This is an optimization exercise on Yosys and OpenROAD, whose aim is small area, not a production implementation. In this exercise RTL edits were held to simulation tests only and were not proved equivalent to the original.

==> flow/design.v, too long to show whole: its modules and the start of the top module <==
// module convolutional_layer_1: 4669 lines
// module fa_cell: 4 lines
// module ha_cell: 4 lines
module convolutional_layer_1 (
  input signed [7:0] in,
  input clk, en,
  output signed [191:0] out
);
  // ...
==> flow/flow/run.sh <==
#!/bin/bash
# Standard synthesis, then the standard layout with small port buffers.
set -e
bash standard.sh synth > synth.log 2>&1
bash standard.sh BUFFER_PORTS_ARGS="-buffer_cell sky130_fd_sc_hd__buf_2" finish > layout.log 2>&1
==> flow/standard.sh <==
#!/bin/bash
# synth_recipe.tcl (not shown) runs the flow's synth.tcl, then flattens the netlist and writes it again
# the make line also repeats each setting of config.mk as NAME=value (left out here)
make -C /OpenROAD-flow-scripts/flow DESIGN_CONFIG=/design/flow/config.mk WORK_HOME=/design/flow/orfs CLKGATE_MAP_FILE= SYNTH_SCRIPT=/design/flow/synth_recipe.tcl "${@:-finish}"
==> flow/config.mk <==
export PLATFORM = sky130hd
export DESIGN_NAME = convolutional_layer_1
export DESIGN_NICKNAME = convolutional_layer_1
export VERILOG_FILES = /design/flow/design.v
export SDC_FILE = /design/flow/constraint.sdc
export NUM_CORES = 8
export LEC_CHECK = 0
export CAP_MARGIN = 20
export CORE_MARGIN = 2
export CORE_UTILIZATION = 45
export CTS_BUF_LIST = sky130_fd_sc_hd__clkbuf_16
export CTS_CLUSTER_DIAMETER = 100
export CTS_CLUSTER_SIZE = 25
export SLEW_MARGIN = 20
export SYNTH_HIERARCHICAL = 1
export SYNTH_MINIMUM_KEEP_SIZE = 0
==> flow/constraint.sdc <==
create_clock -name core_clock -period 18.0 [get_ports {clk}]
set_input_delay 3.6000 -clock core_clock [delete_from_list [all_inputs] [get_ports {clk}]]
set_output_delay 3.6000 -clock core_clock [all_outputs]
set_load 0.01 [all_outputs]
==> qor.yml, run 1 <==
final_layout:
  diodes: 9
  largest-register: "u"
  mostFrequentLayoutCells: "1819 x fa_1, 1064 x edfxtp_1, 477 x inv_1"
  biggestCellCategory: "multi-input gates"
  area_delta_synth_final_pct: 7.31
clock_network:
  cts_max_level: 2
  cts_tree: "yes"
  cts_hold_buf: 0
  post_cts_buffers: 0
  clock_latency_ps: 720
grt:
  grt_max_degree: 176
  track_usage: 0.378
route:
  wl_met2_mm: 135
  wire_per_inst_um: 49.6
  drt_iter0_drc: 4918
  wl_met3_mm: 31.6
setup_path:
  path_buf_inv: 5
  cpMaxStageDelayCell: "fa_1"
  timing.rr.end: "u[69][0]"
  setup.worst_path.end_class: "primary output"
  critical_path_class: "register to primary output"
  path_common_cell: "fa_1"
floorplanning:
  design.core.area_sq_um: 164000
  rows: 149
  tapCellCount: 2189
  start_util: 0.451
timing:
  final.period_utilization: 0.989
  tightest_slew_ps: 1290
logic_synthesis:
  synth_commonest_cells: "1819 x fa_1, 1064 x edfxtp_1, 477 x inv_1"
  yosysMostFrequentCell: "fa_1"
  yosysWarnings: 8
flow_run:
  drv_cap: 0
placement:
  place_area_sq_um: 78000
min_path:
  hold_path_class: "register to register"
outcome:
  status: "finished clean"
==> inputs of run 2 (changes only) <==
==> flow/flow/run.sh (replaced) <==
#!/bin/bash
# Standard synthesis, then the standard layout with small port buffers.
set -e
bash standard.sh synth > synth.log 2>&1
bash standard.sh BUFFER_PORTS_ARGS="-buffer_cell sky130_fd_sc_hd__buf_1" finish > layout.log 2>&1
==> qor.yml, run 2 <==
floorplanning:
  start_util: 0.451  # unchanged
  die-area_sq_um: 168000  # unchanged
  die_h_um: 410  # unchanged
  die_x_um: 410  # unchanged
  io_pins: 202  # unchanged
  design.core.area_sq_um: 164000  # unchanged
  rows: 149  # unchanged
placement:
  place_area_sq_um: 78000  # about the same
  place_ws_ps: 1220  # was 1010 ps
  dp.cells: 6191  # was 6188
  port_buffers: 111  # unchanged
  gp_congestion: 1.07  # was 1.08
  dp_hpwl_mm: 273  # was 274 mm
min_path:
  hp-start: "u[71][6]"  # was u[22][7]
  hold_path_class: "register to register"  # unchanged
logic_synthesis:
  synth.top_cell.area_share: 0.491  # unchanged
  async_flop_share: 0  # unchanged
  synth_commonest_cells: "1819 x fa_1, 1064 x edfxtp_1, 477 x inv_1"  # unchanged
  ys_ff_latch: 1064  # unchanged
  synth_cell_type_count: 16  # unchanged
  yosysWarnings: 8  # unchanged
  synth-edff-count: 1064  # unchanged
  synth_compound_area_frac: 0  # unchanged
  netlist_area_sq_um: 74200  # unchanged
  synthAdderAreaFrac: 0.525  # unchanged
  yosysMostFrequentCell: "fa_1"  # unchanged
  postSynthAreaPerCell_sq_um: 19.6  # unchanged
  yosys-top-cells-area: "fa_1 49%, edfxtp_1 43%, ha_1 3.4%, inv_1 2.4%, buf_4 0.92%"  # unchanged
  synth_top_family_by_area: "adder cells"  # unchanged
  synthCells: 3778  # unchanged
  yosysSeqAreaShare: 0.431  # unchanged
  synth_top_cell_by_area: "fa_1"  # unchanged
  synth_xor_area_frac: 0.00263  # unchanged
  synth-main-ff-cell: "edfxtp_1"  # unchanged
  yosys.area_share.simple: 0.00823  # unchanged
  synth_mux_area_frac: 0  # unchanged
clock_network:
  clkSinkCount: 1064  # unchanged
  cts_buffer_depth: 3  # unchanged
  cts_max_level: 2  # unchanged
  cts_made_buffers: 56  # was 53
  clock_latency_ps: 740  # was 720 ps
  path_clk_slew_ps: 110  # about the same
  ctsRootBufferMaster: "clkbuf_16"  # unchanged
  cts_resized: 0  # unchanged
  cts_hold_buf: 0  # unchanged
  cts_tree: "yes"  # unchanged
  post_cts_buffers: 0  # unchanged
route:
  wirelength_mm: 312  # was 311 mm
  wl_met1_mm: 127  # was 128 mm
  num_vias: 36100  # was 36500
  drt_iter0_drc: 4653  # was 4918
  viasPerCell: 5.76  # was 5.82
  wl_met3_mm: 34.7  # was 31.6 mm
  antenna_left: 0  # unchanged
  wire_per_inst_um: 49.8  # was 49.6 um
  dr.pass1.iters: 5  # unchanged
  drc_errors: 0  # unchanged
  top_layer: "met5"  # unchanged
  wl_met2_mm: 135  # about the same
timing:
  slew_viol_final: 0  # unchanged
  hold_viol: 0  # unchanged
  fin_ws_ps: 449  # was 193 ps
  setup_violations: 0  # unchanged
  final.period_utilization: 0.975  # was 0.989
  hold_slack_ps: 408  # about the same
  skew_ps: 49.7  # was 35.4 ps
  relSlewSlack: 0.206  # was 0.141
  rsz0062_at_grt: "no"  # unchanged
  final.setup.tns_ps: 0  # unchanged
  period_needed_ps: 17550  # was 17810 ps
  tightest_slew_ps: 1190  # was 1290 ps
  max_freq_ghz: 0.0570  # was 0.0562 GHz
setup_path:
  cpMaxStageDelayCell: "edfxtp_1"  # was fa_1
  setup.worst_path.end_class: "primary output"  # unchanged
  cp_max_fo: 18  # was 17
  worstReg2RegStart: "u[68][0]"  # unchanged
  critical_path_class: "register to primary output"  # unchanged
  cpPeakStageDelay_ps: 840  # was 1140 ps
  startpoint: "u[96][0]"  # was u[65][0]
  cp-start-kind: "register"  # unchanged
  path_common_cell: "fa_1"  # unchanged
  required_ps: 14400  # about the same
  critPathArrivalTime_ps: 13950  # was 14210 ps
final_layout:
  area_delta_synth_final_pct: 7.40  # was 7.31%
  largest_reg_flops: 1064  # unchanged
  drive_gt1_frac: 0.0486  # was 0.0740
  utilization: 0.485  # was 0.484
  largest-register: "u"  # unchanged
  final_common_cell: "fa_1"  # unchanged
  stdcell_area_sq_um: 79700  # was 79600 sq um
  top_regs: "u x1064"  # unchanged
  mostFrequentLayoutCells: "1819 x fa_1, 1064 x edfxtp_1, 479 x inv_1"  # was 1819 x fa_1, 1064 x edfxtp_1, 477 x inv_1
  final_cell_count_no_fill: 6271  # was 6264
  layout.nets: 6090  # was 6085
grt:
  grt.overflow.total: 0  # unchanged
  antenna_found_initial: 27  # was 28
  grt_pass1_vias: 38900  # was 39400
  track_usage: 0.380  # was 0.378
  grt_max_degree: 191  # was 176
  grt_first_pass_wirelength_mm: 398  # was 397 mm
outcome:
  status: "finished clean"  # unchanged
flow_run:
  drv_cap: 0  # unchanged
run 2: changes by cell type in the layout (fill, tap and decap cells not counted), moves of 3 or more:
cell,before,now
buf_2,110,0
buf_12,1,5
clkbuf_16,53,56
buf_1,0,110
run 2: logic make-up (layout without fill, tap and decap cells):
logic type                 count (synthesis)  after routing
xor gates and xnor gates                  18             18
and+or+nand+nor                          102            102
DFF                                     1064           1064
buffers and inverters                    573            781
adders and majority gates               2020           2020
other                                      1             97
run 2: critical path, delay by kind of cell (launching register included):
family        cells  cell delay (ps)
xor+xnor          2              350
buf+inv           8              820
flops             1              840
simple gates      1              180
fa+ha+maj        24            10970
run 2: area by class of cell:
class	count	area, sq um
multi-input cells	2230	40100
diodes	7	17.5
repair buffers	231	1400
fillers	13700	84700
well taps	2189	2740
clock buffers	56	1400
inverters	477	1790
clock inverters	17	309
flip-flops and latches	1064	32000
run 2: path summary, 6_finish.rpt:
| check | end | slack, ps | cells after the start |
|---|---|---|---|
| setup / recovery | out[99] | 450 | 35 |
| hold / removal | u[72][6] | 410 | 0 |
| setup reg to reg | u[69][0] | 16250 | 1 |
| hold reg to reg | u[72][6] | 410 | 0 |
run 2: per-module statistics from Yosys (local to each module, per instance):
module,times used,cells inside
convolutional_layer_1,1,1758
fa_cell,1819,1
ha_cell,201,1
run 2: per-layer routing:
| layer | GRT usage | vias to the layer above |
|---|---|---|
| met5 | 0 | - |
| met4 | 0.149 | 22 |
| met3 | 0.136 | 524 |
| met2 | 0.542 | 2160 |
| met1 | 0.537 | 20800 |
| li1 | - | 12600 |
==> inputs of run 3 (changes only) <==
--- a/flow/config.mk
+++ b/flow/config.mk
@@ -7,7 +7,7 @@
 export LEC_CHECK = 0
 export CAP_MARGIN = 20
 export CORE_MARGIN = 2
-export CORE_UTILIZATION = 45
+export CORE_UTILIZATION = 55
 export CTS_BUF_LIST = sky130_fd_sc_hd__clkbuf_16
 export CTS_CLUSTER_DIAMETER = 100
 export CTS_CLUSTER_SIZE = 25
==> qor.yml, run 3 <==
outcome:
  status: "finished clean"  # unchanged
setup_path:
  worst-r2r-cell-count: 0  # was 1
  cp-start-kind: "register"  # unchanged
  timing.rr.end: "u[68][2]"  # was u[69][0]
  worstReg2RegStart: "u[67][2]"  # was u[68][0]
  setup.worst_path.end_class: "primary output"  # unchanged
  r2r_slack_ps: 16450  # was 16250 ps
  startpoint: "u[100][1]"  # was u[96][0]
  critPathArrivalTime_ps: 13820  # was 13950 ps
  required_ps: 14400  # about the same
  cp_max_fo: 12  # was 18
  critical_path_class: "register to primary output"  # unchanged
grt:
  grt.overflow.total: 0  # unchanged
  grt_pass1_vias: 41900  # was 38900
  track_usage: 0.464  # was 0.380
  antenna_found_initial: 36  # was 27
  grt_max_degree: 197  # was 191
  grt_first_pass_wirelength_mm: 398  # about the same
timing:
  final.setup.tns_ps: 0  # unchanged
  rsz0062_at_grt: "no"  # unchanged
  hold_viol: 0  # unchanged
  tightest_slew_ps: 1230  # was 1190 ps
  period_needed_ps: 17420  # was 17550 ps
  relSlewSlack: 0.178  # was 0.206
  setup_violations: 0  # unchanged
  skew_ps: 37.3  # was 49.7 ps
  max_freq_ghz: 0.0574  # was 0.0570 GHz
  final.period_utilization: 0.968  # was 0.975
  slew_viol_final: 0  # unchanged
floorplanning:
  die_x_um: 371  # was 410 um
  die-area_sq_um: 138000  # was 168000 sq um
  die_h_um: 371  # was 410 um
  io_pins: 202  # unchanged
  start_util: 0.555  # was 0.451
  rows: 134  # was 149
  design.core.area_sq_um: 134000  # was 164000 sq um
clock_network:
  clock_latency_ps: 730  # was 740 ps
  cts_tree: "yes"  # unchanged
  cts_made_buffers: 55  # was 56
  cts_buffer_depth: 3  # unchanged
  ctsRootBufferMaster: "clkbuf_16"  # unchanged
  post_cts_buffers: 0  # unchanged
  path_clk_slew_ps: 110  # about the same
  clkSinkCount: 1064  # unchanged
  cts_max_level: 2  # unchanged
  cts_resized: 0  # unchanged
  cts_hold_buf: 0  # unchanged
placement:
  port_buffers: 111  # unchanged
  gp_congestion: 1.18  # was 1.07
  dp_hpwl_mm: 266  # was 273 mm
final_layout:
  drive_gt1_frac: 0.0465  # was 0.0486
  utilization: 0.592  # was 0.485
  mostFrequentLayoutCells: "1819 x fa_1, 1064 x edfxtp_1, 478 x inv_1"  # was 1819 x fa_1, 1064 x edfxtp_1, 479 x inv_1
  largest-register: "u"  # unchanged
  largest_reg_flops: 1064  # unchanged
  nFillCells: 9477  # was 13700
  layout.nets: 6082  # was 6090
  top_regs: "u x1064"  # unchanged
  final_common_cell: "fa_1"  # unchanged
  area_delta_synth_final_pct: 6.61  # was 7.40%
min_path:
  hold_path_class: "register to register"  # unchanged
  worstHoldPathCells: 0  # unchanged
  hp-start: "u[17][5]"  # was u[71][6]
  hold_path_end: "u[18][5]"  # was u[72][6]
logic_synthesis:
  synthCells: 3778  # unchanged
  yosys-top-cells-area: "fa_1 49%, edfxtp_1 43%, ha_1 3.4%, inv_1 2.4%, buf_4 0.92%"  # unchanged
  synth_cell_type_count: 16  # unchanged
  postSynthAreaPerCell_sq_um: 19.6  # unchanged
  async_flop_share: 0  # unchanged
  yosysMostFrequentCell: "fa_1"  # unchanged
  yosysSeqAreaShare: 0.431  # unchanged
  synth-edff-count: 1064  # unchanged
  yosysWarnings: 8  # unchanged
  ys_ff_latch: 1064  # unchanged
  synth.top_cell.area_share: 0.491  # unchanged
  netlist_area_sq_um: 74200  # unchanged
  synth_commonest_cells: "1819 x fa_1, 1064 x edfxtp_1, 477 x inv_1"  # unchanged
  synth-main-ff-cell: "edfxtp_1"  # unchanged
  synth_top_cell_by_area: "fa_1"  # unchanged
route:
  drt_iter0_drc: 5810  # was 4653
  viasPerCell: 6.51  # was 5.76
  num_vias: 38100  # was 36100
  wirelength_mm: 307  # was 312 mm
  dr.pass1.iters: 5  # unchanged
  drc_errors: 0  # unchanged
  antenna_left: 0  # unchanged
  wire_per_inst_um: 52.5  # was 49.8 um
flow_run:
  drv_cap: 0  # unchanged
[run 3: cell counts after synthesis]
No cell type changed its count.
[run 3: metrics by stage]
step	hold WS [ps]	area, sq um	worst slack (ps)	std cells
2_1_floorplan	400	74500	2880	3867
3_3_place_gp	400	77300	1330	5762
3_5_place_dp	405	77300	1380	5762
4_1_cts	391	79000	610	5833
5_1_grt	410	79100	278	5835
6_report	408	79100	579	5847
[run 3: per-layer routing]
metal | part of all wire | wire length (um) | global-route usage | vias up
li1 | - | - | - | 12600
met1 | 0.34 | 105000 | 0.585 | 21300
met2 | 0.42 | 130000 | 0.639 | 3285
met3 | 0.16 | 49400 | 0.250 | 877
met4 | 0.073 | 22400 | 0.263 | 30
met5 | 0.00065 | 200 | 0 | -
[run 3: Yosys stat by module (local to each module, per instance)]
module	flops+latches	copies in the design	cell area, sq um	cells
convolutional_layer_1	1064	1	35300	1758
ha_cell	0	201	12.5	1
fa_cell	0	1819	20.0	1
[run 3: cell type report]
| class | count | area [sq um] | share of cell area |
|---|---|---|---|
| Clock inverter | 16 | 317 | 0.00400 |
| Inverter | 477 | 1790 | 0.0226 |
| Clock buffer | 55 | 1380 | 0.0174 |
| Tap cell | 1768 | 2210 | 0.0280 |
| Timing Repair Buffer | 224 | 1340 | 0.0169 |
| Sequential cell | 1064 | 32000 | 0.404 |
| Multi-Input combinational cell | 2230 | 40100 | 0.507 |
| Antenna cell | 13 | 32.5 | 0.000411 |
[run 3: worst max-delay path by stage]
stage / depth (start not counted) / slack [ps] / endpoint
2_1_floorplan: 33 / 2880 / out[100]
3_5_place_dp: 34 / 1380 / out[96]
6_report: 27 / 580 / out[143]
4_1_cts: 34 / 610 / out[96]
3_3_place_gp: 34 / 1330 / out[98]
5_1_grt: 34 / 280 / out[97]
[run 3: critical path: stages (launching register included)]
cell      delay [ps]
edfxtp_1         720
fa_1             560
fa_1             450
fa_1             550
fa_1             450
fa_1             450
fa_1             410
fa_1            1220
fa_1             600
fa_1             440
fa_1             580
fa_1             500
fa_1             920
fa_1             530
inv_1             90
fa_1             450
fa_1             410
fa_1             400
fa_1             490
fa_1             400
fa_1             480
fa_1             530
inv_1             50
ha_1             220
xor2_2           180
xor2_1           620
and2_1           220
buf_1            160
[run 3: logic make-up after synthesis]
family | share of synthesized area
AND/OR/NAND/NOR | 0.00823
buffers and inverters | 0.0338
flip-flops | 0.431
adder cells (fa/ha/maj) | 0.525
XOR/XNOR | 0.00263
other | 0.0000505
==> inputs of run 4 (changes only) <==
--- a/flow/config.mk
+++ b/flow/config.mk
@@ -5,12 +5,12 @@
 export SDC_FILE = /design/flow/constraint.sdc
 export NUM_CORES = 8
 export LEC_CHECK = 0
-export CAP_MARGIN = 20
+export CAP_MARGIN = 5
 export CORE_MARGIN = 2
-export CORE_UTILIZATION = 55
+export CORE_UTILIZATION = 45
 export CTS_BUF_LIST = sky130_fd_sc_hd__clkbuf_16
 export CTS_CLUSTER_DIAMETER = 100
 export CTS_CLUSTER_SIZE = 25
-export SLEW_MARGIN = 20
+export SLEW_MARGIN = 5
 export SYNTH_HIERARCHICAL = 1
 export SYNTH_MINIMUM_KEEP_SIZE = 0
==> qor.yml, run 4 <==
placement:
  dp_hpwl_mm: 273  # was 266 mm
  dp.cells: 6189  # was 5762
  gp_congestion: 1.07  # was 1.18
  port_buffers: 111  # unchanged
logic_synthesis:
  yosysMostFrequentCell: "fa_1"  # unchanged
  async_flop_share: 0  # unchanged
  synth_cell_type_count: 16  # unchanged
  synth-edff-count: 1064  # unchanged
  synth-main-ff-cell: "edfxtp_1"  # unchanged
  synth_top_cell_by_area: "fa_1"  # unchanged
  synth_top_family_by_area: "adder cells"  # unchanged
  synthAdderAreaFrac: 0.525  # unchanged
  postSynthAreaPerCell_sq_um: 19.6  # unchanged
  synth_mux_area_frac: 0  # unchanged
  synth_xor_area_frac: 0.00263  # unchanged
  yosys-top-cells-area: "fa_1 49%, edfxtp_1 43%, ha_1 3.4%, inv_1 2.4%, buf_4 0.92%"  # unchanged
  synth_compound_area_frac: 0  # unchanged
  yosys.area_share.simple: 0.00823  # unchanged
  synth_commonest_cells: "1819 x fa_1, 1064 x edfxtp_1, 477 x inv_1"  # unchanged
  synth.top_cell.area_share: 0.491  # unchanged
  yosysSeqAreaShare: 0.431  # unchanged
  ys_ff_latch: 1064  # unchanged
  netlist_area_sq_um: 74200  # unchanged
  yosysWarnings: 8  # unchanged
  synthCells: 3778  # unchanged
timing:
  period_needed_ps: 17490  # was 17420 ps
  skew_ps: 27.9  # was 37.3 ps
  tightest_slew_ps: 1200  # was 1230 ps
  hold_viol: 0  # unchanged
  rsz0062_at_grt: "no"  # unchanged
  max_freq_ghz: 0.0572  # was 0.0574 GHz
  relSlewSlack: 0.201  # was 0.178
  final.period_utilization: 0.971  # was 0.968
  slew_viol_final: 0  # unchanged
  final.setup.tns_ps: 0  # unchanged
  setup_violations: 0  # unchanged
clock_network:
  cts_made_buffers: 56  # was 55
  cts_max_level: 2  # unchanged
  cts_buffer_depth: 3  # unchanged
  cts_hold_buf: 0  # unchanged
  ctsRootBufferMaster: "clkbuf_16"  # unchanged
  post_cts_buffers: 0  # unchanged
  cts_tree: "yes"  # unchanged
  path_clk_slew_ps: 100  # was 110 ps
  cts_resized: 0  # unchanged
  clkSinkCount: 1064  # unchanged
  clock_latency_ps: 730  # about the same
grt:
  grt_max_degree: 191  # was 197
  track_usage: 0.380  # was 0.464
  grt_pass1_vias: 39000  # was 41900
  grt_first_pass_wirelength_mm: 397  # was 398 mm
  grt.overflow.total: 0  # unchanged
  antenna_found_initial: 22  # was 36
route:
  drt_iter0_drc: 4533  # was 5810
  dr.pass1.iters: 7  # was 5
  wirelength_mm: 312  # was 307 mm
  viasPerCell: 5.76  # was 6.51
  wire_per_inst_um: 49.8  # was 52.5 um
  num_vias: 36100  # was 38100
  antenna_left: 0  # unchanged
  drc_errors: 0  # unchanged
floorplanning:
  die-area_sq_um: 168000  # was 138000 sq um
  start_util: 0.451  # was 0.555
  io_pins: 202  # unchanged
  rows: 149  # was 134
  die_x_um: 410  # was 371 um
  die_h_um: 410  # was 371 um
  design.core.area_sq_um: 164000  # was 134000 sq um
setup_path:
  worst-r2r-cell-count: 1  # was 0
  required_ps: 14400  # about the same
  path_common_cell: "fa_1"  # unchanged
  critical_path_class: "register to primary output"  # unchanged
  r2r_slack_ps: 16270  # was 16450 ps
  cp_max_fo: 18  # was 12
  cp-start-kind: "register"  # unchanged
  cpPeakStageDelay_ps: 930  # was 1220 ps
  setup.worst_path.end_class: "primary output"  # unchanged
  timing.rr.end: "u[69][0]"  # was u[68][2]
  worstReg2RegStart: "u[68][0]"  # was u[67][2]
  cpMaxStageDelayCell: "fa_1"  # unchanged
  critPathArrivalTime_ps: 13890  # was 13820 ps
final_layout:
  largest-register: "u"  # unchanged
  multi_input_area_sq_um: 40100  # unchanged
  nFillCells: 13600  # was 9477
  top_regs: "u x1064"  # unchanged
  area_delta_synth_final_pct: 7.37  # was 6.61%
  largest_reg_flops: 1064  # unchanged
  ff_latch_area_sq_um: 32000  # unchanged
  mostFrequentLayoutCells: "1819 x fa_1, 1064 x edfxtp_1, 478 x inv_1"  # unchanged
  final_common_cell: "fa_1"  # unchanged
  drive_gt1_frac: 0.0481  # was 0.0465
  layout.nets: 6088  # was 6082
  final_cell_count_no_fill: 6266  # was 5847
min_path:
  hp-start: "u[29][5]"  # was u[17][5]
  hold_path_end: "u[30][5]"  # was u[18][5]
  worstHoldPathCells: 0  # unchanged
  hold_path_class: "register to register"  # unchanged
flow_run:
  drv_cap: 0  # unchanged
outcome:
  status: "finished clean"  # unchanged
-- run 4: cell counts after synthesis --
No cell type changed its count.
-- run 4: per-layer routing --
layer / vias up / track usage / wire length (um)
li1: 12600 / - / -
met1: 20900 / 0.542 / 129000
met3: 530 / 0.127 / 33500
met2: 2100 / 0.542 / 134000
met5: - / 0 / 138
met4: 22 / 0.149 / 15300
-- run 4: how the worst max path moves through the flow --
stage | startpoint | end | slack, ps | depth (start not counted)
2_1_floorplan | u[35][0] | out[100] | 2880 | 33
3_3_place_gp | u[96][0] | out[96] | 1280 | 35
3_5_place_dp | u[1][0] | out[98] | 1260 | 31
4_1_cts | u[65][0] | out[98] | 460 | 31
5_1_grt | u[96][0] | out[98] | 110 | 35
6_report | u[65][0] | out[98] | 510 | 31
-- run 4: worst max-delay path: cells and delay by family (launching register included) --
family / cells / cell delay, ps
adder cells (fa/ha/maj): 23 / 11300
flip-flops: 1 / 700
buffers and inverters: 5 / 580
XOR/XNOR: 2 / 350
AND/OR/NAND/NOR: 1 / 180
-- run 4: final cells by class --
class	count	share of cell area
Antenna cell	5	0.000157
Clock inverter	16	0.00404
Multi-Input combinational cell	2230	0.503
Sequential cell	1064	0.401
Tap cell	2189	0.0344
Timing Repair Buffer	229	0.0172
Clock buffer	56	0.0176
Inverter	477	0.0225
-- run 4: logic make-up (layout without fill, tap and decap cells) --
group,after synthesis,after routing
other,1,95
xor gates and xnor gates,18,18
and+or+nand+nor,102,102
DFF,1064,1064
adders and majority gates,2020,2020
buffers and inverters,573,778
-- run 4: stage by stage --
step           hold WS (ps)   util  area (sq um)  worst slack (ps)
2_1_floorplan           400      -         74500              2880
3_3_place_gp            400  0.474         77900              1280
3_5_place_dp            405  0.474         77900              1260
4_1_cts                 387  0.484         79700               460
5_1_grt                 410  0.484         79700               108
6_report                405  0.484         79700               514
-- run 4: Yosys stat by module, one instance, submodules excluded --
module / copies in the design / flops+latches
ha_cell: 201 / 0
convolutional_layer_1: 1 / 1064
fa_cell: 1819 / 0

==> re-timing with driven ports <==
Ports are ideal in the flow. The routed layouts listed here were re-timed in OpenROAD.
Step 1: set_driving_cell puts a clkbuf_16 on clk and a buf_2 on each other input, an assumption about the parent block.
Step 2 moves the port delays by t, midway between the first and last clock arrival at a register: inputs arrive t later, outputs are due t later. That takes back most of the time a late clock gives input paths.
Three values: ideal ports, drivers, drivers and shift; two values: the first two.
run | t, ns | slack for setup (ns) | hold slack, ns | worst slew at a driven data input, ns | pins driven straight from the clock port
run 1 | 0.790 | 0.193 / 0.106 / 0.896 | 0.408 / 0.408 / 0.408 | 0.05 | 1
run 2 | 0.790 | 0.449 / 0.362 / 1.152 | 0.408 / 0.408 / 0.408 | 0.08 | 1
run 3 | 0.791 | 0.579 / 0.494 / 1.286 | 0.408 / 0.408 / 0.408 | 0.05 | 1
run 4 | 0.795 | 0.514 / 0.427 / 1.223 | 0.405 / 0.405 / 0.405 | 0.06 | 1
After both steps every run listed still meets setup and hold.
